From an optimization exercise on the open Yosys and OpenROAD flow, aimed at small area; shortcuts taken in it are not production practice. In this exercise RTL edits were held to simulation tests only and were not proved equivalent to the original. Power and IR drop assume default switching activity.

$ cat design/flow/design.v
module PanelDisplay (
input logic clk,
input logic rst,
input logic button_up,
input logic button_dn,
input logic button_r,
input logic button_l,
input logic switch,
output logic [5:0] P1_Score,
output logic [5:0] P2_Score,
output logic hsync,
output logic vsync,
output logic move_enable,
output logic [3:0] red,
output logic [3:0] green,
output logic [3:0] blue);
reg [5:0]counter1;
reg [5:0]counter2;
assign P1_Score=counter1;
assign P2_Score=counter2;
parameter hpixels = 800;  
parameter vlines = 600;  
parameter hpulse = 120;  
parameter vpulse = 6;  
parameter hbp = 64; 	
parameter hfp = 56; 	
parameter vbp = 23;
parameter vfp = 37;
reg [10:0]hc;
reg [9:0]vc;
assign hsync = (hc < 920) ? 1:0; 
assign vsync = (vc < 660) ? 1:0;
wire valid_move_p1, valid_move_p2;
wire p1_up, p1_dn, p2_up, p2_dn;
assign valid_move_p1= button_up ^ button_l;
assign valid_move_p2= button_dn ^ button_r;
reg[10:0]p1h;
reg[9:0]p1v;
reg[10:0]p2h;
reg[9:0]p2v;
always_ff @(posedge clk) begin
if (rst) begin
p1h<=264;
p1v<=278;
end  if (valid_move_p1 && move_enable && switch) begin
     if(p1v>=189 && p1v<368) begin
	   if(p1_up==1) 
	     p1v<=p1v+10;
	  else if(p1_dn==1) 
	    p1v<=p1v-10;
      end else if(p1v<189 && p1_up==1) 
	   p1v<=219;
       else if(p1v>=368 && p1_dn==1)
		p1v<=367;
	end
end
always_ff @(posedge clk) begin
if (rst) begin
    p2h<=648;
    p2v<=278;
end  
else if (valid_move_p2 && move_enable==1 && switch ) begin
    if(p2v>=189 && p2v<368) begin
	   if(p2_up==1) 
	        p2v<=p2v+10;
	   else if(p2_dn==1) 
	        p2v<=p2v-10;	
	end
	else if(p2v<189 && p2_up==1) 
	   p2v<=190;
    else if(p2v>=368 && p2_dn==1)
	   p2v<=367;
	end
end
logic [1:0] p1_up_reg;
always_ff @(posedge clk) begin
 if (rst)
 p1_up_reg <= 2'b00;
 else begin
 p1_up_reg[1] <= p1_up_reg[0];
 p1_up_reg[0] <= button_up;
 end
 end
 assign p1_up= p1_up_reg[1];
logic [1:0] p1_dn_reg;
always_ff @(posedge clk) begin
 if (rst)
 p1_dn_reg <= 2'b00;
 else begin
 p1_dn_reg[1] <= p1_dn_reg[0];
 p1_dn_reg[0] <= button_l;
 end
 end
 assign p1_dn= p1_dn_reg[1];
logic [1:0] p2_up_reg;
always_ff @(posedge clk) begin
 if (rst)
 p2_up_reg <= 2'b00;
 else begin
 p2_up_reg[1] <= p2_up_reg[0];
 p2_up_reg[0] <= button_r;
 end
 end
 assign p2_up= p2_up_reg[1];
logic [1:0] p2_dn_reg;
always_ff @(posedge clk) begin
 if (rst)
 p2_dn_reg <= 2'b00;
 else begin
 p2_dn_reg[1] <= p2_dn_reg[0];
 p2_dn_reg[0] <= button_dn;
 end
 end
 assign p2_dn= p2_dn_reg[1];
logic pxlClk;
always_ff @(posedge clk) begin
 if (rst)
 pxlClk <= 1'b1;
 else
 pxlClk <= ~pxlClk;
end
logic [1:0] s_reg;
always_ff @(posedge clk) begin
 if (rst)
 s_reg <= 2'b11;
 else begin
 s_reg[1] <= s_reg[0];
 s_reg[0] <= vsync;
 end
 end
 assign move_enable = s_reg[1] & ~s_reg[0];
 always_ff @(posedge clk) begin
 if (rst) begin
 hc <=0;
 vc <=0;
 end
 else if (pxlClk) begin
	if (hc < 1040 )
	   hc <= hc + 1; 
	else begin
	hc<=0;
	if(vc<666)
		vc<=vc+1;
	else
		vc<=0;
	end
   end 
end
reg move_r;
reg move_u;
reg[10:0]hsq;
reg[9:0]vsq;
always_ff @(posedge clk) begin
 if (rst) begin
 hsq <=454;
 vsq <=313;
 move_r <= 0;
 move_u <= 1;
counter1<=0;
counter2<=0;
 end else if (vsync==0 && move_enable==1 && switch) begin
 	if (hsq < 628 && hsq > 264 && vsq < 458 && vsq >= 187) begin 
   		 if (move_r == 1) 
       			 hsq <= hsq + 5;
		 else 
			hsq<= hsq-5;
   		end
   		 if (move_u == 1) 
      			  vsq <= vsq - 5;
    		 else  
      			  vsq <= vsq + 5;
 	end
    else if (hsq+20>=p2h && move_r == 1) begin
      	if(vsq+20>=p2v && vsq<=p2v+90)begin
	hsq <= hsq - 5;
        move_r <= 0;
	end else begin
	 hsq <=454;
 	 vsq <=313;
	 counter1<=counter1+1;
end
    end else if (hsq<=p1h &&  move_r == 0) begin
       	if(vsq+20>=p1v && vsq<=p1v+90) begin
	 hsq <= hsq + 5;
         move_r <= 1;
	 end else begin
	  hsq <=454;
 	 vsq <=313;
	 counter2<=counter2+1;
	end
    end else if (vsq >= 438 && move_u == 0) begin
        vsq <= vsq - 5;    
        move_u <= 1;
    end else if (vsq < 188 && move_u == 1) begin
        vsq <= vsq + 5;
        move_u <= 0;
    end
end
always_ff @(posedge clk) begin
if (rst) begin
  	red = 4'b0000;
	green = 4'b0000;
    	blue = 4'b0000;
end
if (pxlClk ) begin 
	if (hc > (hpixels + hbp) || hc < hbp || vc > (vlines + vbp) || vc< vbp)begin
	    red = 4'b0000;
    	    green = 4'b0000;
            blue = 4'b0000;
  	end
	else if (vc <=149+vbp || vc >= 450+vbp ) begin
	    	red = 4'b0000;
    		green = 4'b0000;
		blue = 4'b0000;	
        end
	else if ((vc >= 150+vbp && vc <= 164+vbp)||(vc >= 435+vbp && vc <= 449+vbp)) begin
     		if ( hc <= 263 || (hc >= 664 && hc<= 1039)) begin
       			red = 4'b0000;
       			green = 4'b0000;
	   		blue = 4'b0000;       
	        end 
     		else begin
      	 		red = 4'b1111;
      	 		green = 4'b1111;
	  		blue = 4'b1111;                           
       		end
        end
 	else if (vc>= 165+vbp && vc<= 434+vbp) begin
		 if(hc>=hsq && hc<hsq+20 &&  vc>=vsq && vc<vsq+20 ) begin
      	 			red = 4'b1111;
      	 			green = 4'b1111;
	  		 	blue = 4'b1111;		
			end
			else if(hc>=p1h && hc<p1h+15 && vc>=p1v && vc<p1v+90) begin
				red = 4'b1111;
      	 			green = 4'b1111;
	  		 	blue = 4'b1111;		
				end
			else if(hc>=p2h && hc<p2h+15 && vc>=p2v && vc<p2v+90) begin
      	 			red = 4'b1111;
      	 			green = 4'b1111;
	  		 	blue = 4'b1111;
			end	
			else begin
      	 			red = 4'b0000;
      	 			green = 4'b0000;
	  		 	blue = 4'b0000;
			end	
end    
end
end
endmodule
$ cat design/flow/run.sh
#!/bin/bash
# synth_recipe.tcl (not shown) runs the flow's synth.tcl, then flattens the netlist and writes it again
# the make line also repeats each setting of config.mk as NAME=value (left out here)
make -C /OpenROAD-flow-scripts/flow DESIGN_CONFIG=/design/flow/config.mk WORK_HOME=/design/flow/orfs CLKGATE_MAP_FILE= SYNTH_SCRIPT=/design/flow/synth_recipe.tcl finish
$ cat design/flow/config.mk
export PLATFORM = sky130hd
export DESIGN_NAME = PanelDisplay
export DESIGN_NICKNAME = PanelDisplay
export VERILOG_FILES = /design/flow/design.v
export SDC_FILE = /design/flow/constraint.sdc
export NUM_CORES = 4
export LEC_CHECK = 0
export CAP_MARGIN = 20
export CORE_MARGIN = 2
export CORE_UTILIZATION = 40
export SLEW_MARGIN = 20
$ cat design/flow/constraint.sdc
create_clock -name core_clock -period 10.0 [get_ports {clk}]
set_input_delay 2.0000 -clock core_clock [delete_from_list [all_inputs] [get_ports {clk}]]
set_output_delay 2.0000 -clock core_clock [all_outputs]
set_load 0.01 [all_outputs]
==> impl_metrics.toml <==
[run_status]
status = "timing/DRC/antenna clean"

[timing]
rsz0062_at_grt = "false"
report.final.slew_viol_count = 0
setup_viol = 0
tightest_slew_ns = 0.9689
final-hold-violation-count = 0
skew_ns = 0.009861
layout_setup_ws_ns = 5.742
slew_headroom_pct = 35.41
post-route-period-util_pct = 42.58
setup_tns_ns = 0
holdWs_ns = 0.4416
fin_crit_ns = 4.258
fmax_ghz = 0.2349

[synth]
synth_compound_area_share_pct = 27.08
synthMuxAreaShare_pct = 0.6481
synth_top_family_by_area = "compound AO/OA/AOI/OAI gates"
synth_fa_ha_area_share_pct = 18.56
synthArstFlopShare_pct = 0
yosys.area_share.simple_pct = 19.89
synth_area_sq_um = 9459
synth-xor-area-share_pct = 6.759
ys_ff_latch = 99
yosysSeqAreaShare_pct = 21.06
synth-main-ff-cell = "dfxtp_1"
synth_edf_count = 1
syn_avg_cell_area_sq_um = 7.734
syn_nets = 1368
synth.distinct_cells = 87
ys_warn_count = 1
synth_cells = 1223

[routing]
wirelength_mm = 26.74
vias_per_cell = 5.844
via_count = 8965
firstDrtPassIters = 6
ant_nets = 0
wl_per_cell_um = 17.43
drt_iter0_drc = 1115
drc = 0

[grt]
grt_util_met3_pct = 2.984
grt_start_max_net_pins = 39
grt-ovfl-total = 0
met1_usage_pct = 31.37
track_usage_pct = 22.17
grt_pass1_vias = 8370
globalRouteMet2Util_pct = 34.91
grt_antenna_before_repair = 0
grt_pass1_wl_mm = 44.15
busiest_layer = "met2"

[power_and_ir_drop]
p_per_area_nw_per_um2 = 78.40
combPwrFrac_pct = 4.1
pwr-share-clk_pct = 46.0
p_sw_share_pct = 26.73
p_sw_mw = 0.2151
peakVddDrop_mv = 0.07799
p_seq_share_pct = 49.9
internal_power_mw = 0.5896
leakage_nw = 4.350

[finish]
final_common_cell = "ha_1"
layout-drive-gt1-share_pct = 4.527
synthToLayoutAreaGrowth_pct = 8.518
insertedDiodeCount = 0
fin_nets = 1355
layout_common_cells = "ha_1 (137), nor2_1 (123), dfxtp_1 (98), nand2_1 (91), a21oi_1 (89)"
top_regs = "hc (11), hsq (11)"

[place]
globalplace.congestion = 0.8892
port_buffers = 33
pre_cts_slack_ns = 5.478
hpwl_mm = 19.60

[die]
core_area_sq_um = 23330
start_util_pct = 40.54
num_rows = 56
ios = 34
die_w_um = 157.8
die_area_sq_um = 24890
die_h_um = 157.8

[critical_path]
critPathCapture = "vsync"
cp_slowest_cell = "dfxtp_1"
slowest_delay_ns = 0.56
rrSetupSlack_ns = 5.79
end_kind = "primary output"
cp_top_family = "buffers and inverters"
crit_path_cell_trace = "or3_1 -> o221a_2 -> inv_2 -> clkdlybuf4s50_1"
r2r-start = "p2v[1]$_SDFFE_PP1P_"
worst_ep_required_time_ns = 8.00
critical_path_class = "reg -> out"
arrival_ns = 2.26
crit_path_start_kind = "register"
critPathLaunch = "vc[6]$_SDFFE_PP0P_"
r2r_cells = 14
path_buf_inv = 2
worstReg2RegEnd = "vsq[3]$_SDFFE_PP1P_"
cp_max_fo = 15
path_depth = 4

[clock_tree]
htree_levels = 3
cts_tree = "built"
cts-resized-gates = 0
cts_buffer_depth = 2
postCtsHoldBufs = 0
numCtsBuffers = 9
insertion_delay_ns = 0.37
clkTransAtPathRegs_ns = 0.08
root_buffer = "clkbuf_16"
post-cts-setup-buffer-count = 0
numClockSinks = 99

[hold_path]
hp-class = "reg -> reg"

[flow_run]
drv_cap = 0
## power by group through the flow
stage,Sequential (mW),Clock (mW),Combinational [mW]
2_1_floorplan,0.409,0,0.0248
3_3_place_gp,0.411,0,0.0332
3_5_place_dp,0.411,0,0.0332
4_1_cts,0.402,0.381,0.0335
5_1_grt,0.402,0.393,0.0376
6_report,0.402,0.370,0.0331
## stage by stage
stage	total power [mW]	cell area, sq um	instances	util (%)
2_1_floorplan	0.4334	9459	1223	-
3_3_place_gp	0.4443	9961	1518	42.69
3_5_place_dp	0.4444	9961	1518	42.69
4_1_cts	0.8167	10260	1534	43.99
5_1_grt	0.8327	10260	1534	43.99
6_report	0.8047	10260	1534	43.99
## synthesized netlist by cell type, drive strengths merged (6+ instances only)
| cell | n | share of area (%) |
|---|---|---|
| o21a | 14 | 1.1 |
| a21o | 40 | 3.2 |
| or3 | 8 | 0.53 |
| nand2 | 91 | 3.6 |
| nand4 | 20 | 1.3 |
| a31oi | 24 | 1.6 |
| nor2b | 15 | 0.99 |
| a21oi | 91 | 4.9 |
| o21bai | 7 | 0.56 |
| o21ai | 72 | 3.8 |
| and2 | 10 | 0.66 |
| buf | 19 | 1.2 |
| ha | 137 | 18 |
| nand2b | 15 | 0.99 |
| nand3 | 39 | 2.1 |
| xor2 | 23 | 2.1 |
| a211oi | 20 | 1.9 |
| o31ai | 7 | 0.61 |
| o22ai | 12 | 0.79 |
| nor3 | 22 | 1.2 |
| nor2 | 124 | 4.9 |
| a311oi | 6 | 0.56 |
| a2111oi | 6 | 0.62 |
| dfxtp | 98 | 21 |
| xnor2 | 50 | 4.6 |
| o211ai | 14 | 1.1 |
| clkbuf | 47 | 1.9 |
| nor4 | 10 | 0.66 |
| inv | 70 | 2.8 |
| a211o | 10 | 1.0 |
| and3 | 12 | 0.85 |
## layout make-up
type,instances,area [sq um]
fill,2431,13070
multi-input combinational,984,6899
timing repair buffer,42,392.9
sequential,99,1992
clock inverter,7,78.83
inverter,74,277.8
clock buffer,9,225.2
tap,319,399.1
## worst min-delay path by stage
stage / start / end / cells past startpoint
after floorplan: p1_dn_reg[0]$_SDFF_PP0_ / p1_dn_reg[1]$_SDFF_PP0_ / 1
after global placement: p2_up_reg[0]$_SDFF_PP0_ / p2_up_reg[1]$_SDFF_PP0_ / 1
after detailed placement: p2_dn_reg[0]$_SDFF_PP0_ / p2_dn_reg[1]$_SDFF_PP0_ / 1
after CTS: p2_dn_reg[0]$_SDFF_PP0_ / p2_dn_reg[1]$_SDFF_PP0_ / 1
after global routing: p2_up_reg[0]$_SDFF_PP0_ / p2_up_reg[1]$_SDFF_PP0_ / 1
final: p2_dn_reg[0]$_SDFF_PP0_ / p2_dn_reg[1]$_SDFF_PP0_ / 1
## per-layer routing
metal | wire, um | vias to the layer above
met1 | 12920 | 4218
met5 | 0 | -
met4 | 596 | 0
li1 | - | 4442
met3 | 1398 | 40
met2 | 11820 | 265
## cells by family (layout without fill, tap and decap cells)
| family | count (synthesis) | after routing |
|---|---|---|
| compound gates | 376 | 376 |
| fa+ha+maj | 140 | 140 |
| simple gates | 389 | 389 |
| mux | 6 | 6 |
| buf+inv | 140 | 132 |
| flops | 99 | 99 |
| xor+xnor | 73 | 73 |

## re-timing with driven ports
In the flow no input, the clock included, has a driving cell. The finished layout below was timed again as built, in two steps. Step 1 sets driving cells, clkbuf_16 on the clock port and buf_2 on the other inputs (assumed; they add their load-dependent delay and slew). Step 2 times the ports against the registers' clock, not the clock port: input delays grow and output delays shrink by t, the midpoint of the rising clock arrivals with the driver on. Slacks: no drivers / after step 1 / after step 2; pairs: no drivers / after step 1.
t, ns: 0.411
setup WS [ns]: 5.742 / 5.696 / 5.418
cell pins on the clock port's net: 1
After both steps this run still meets setup and hold. For this run, drivers alone change the setup slack by -0.046 ns; drivers and shift together by -0.324 ns.
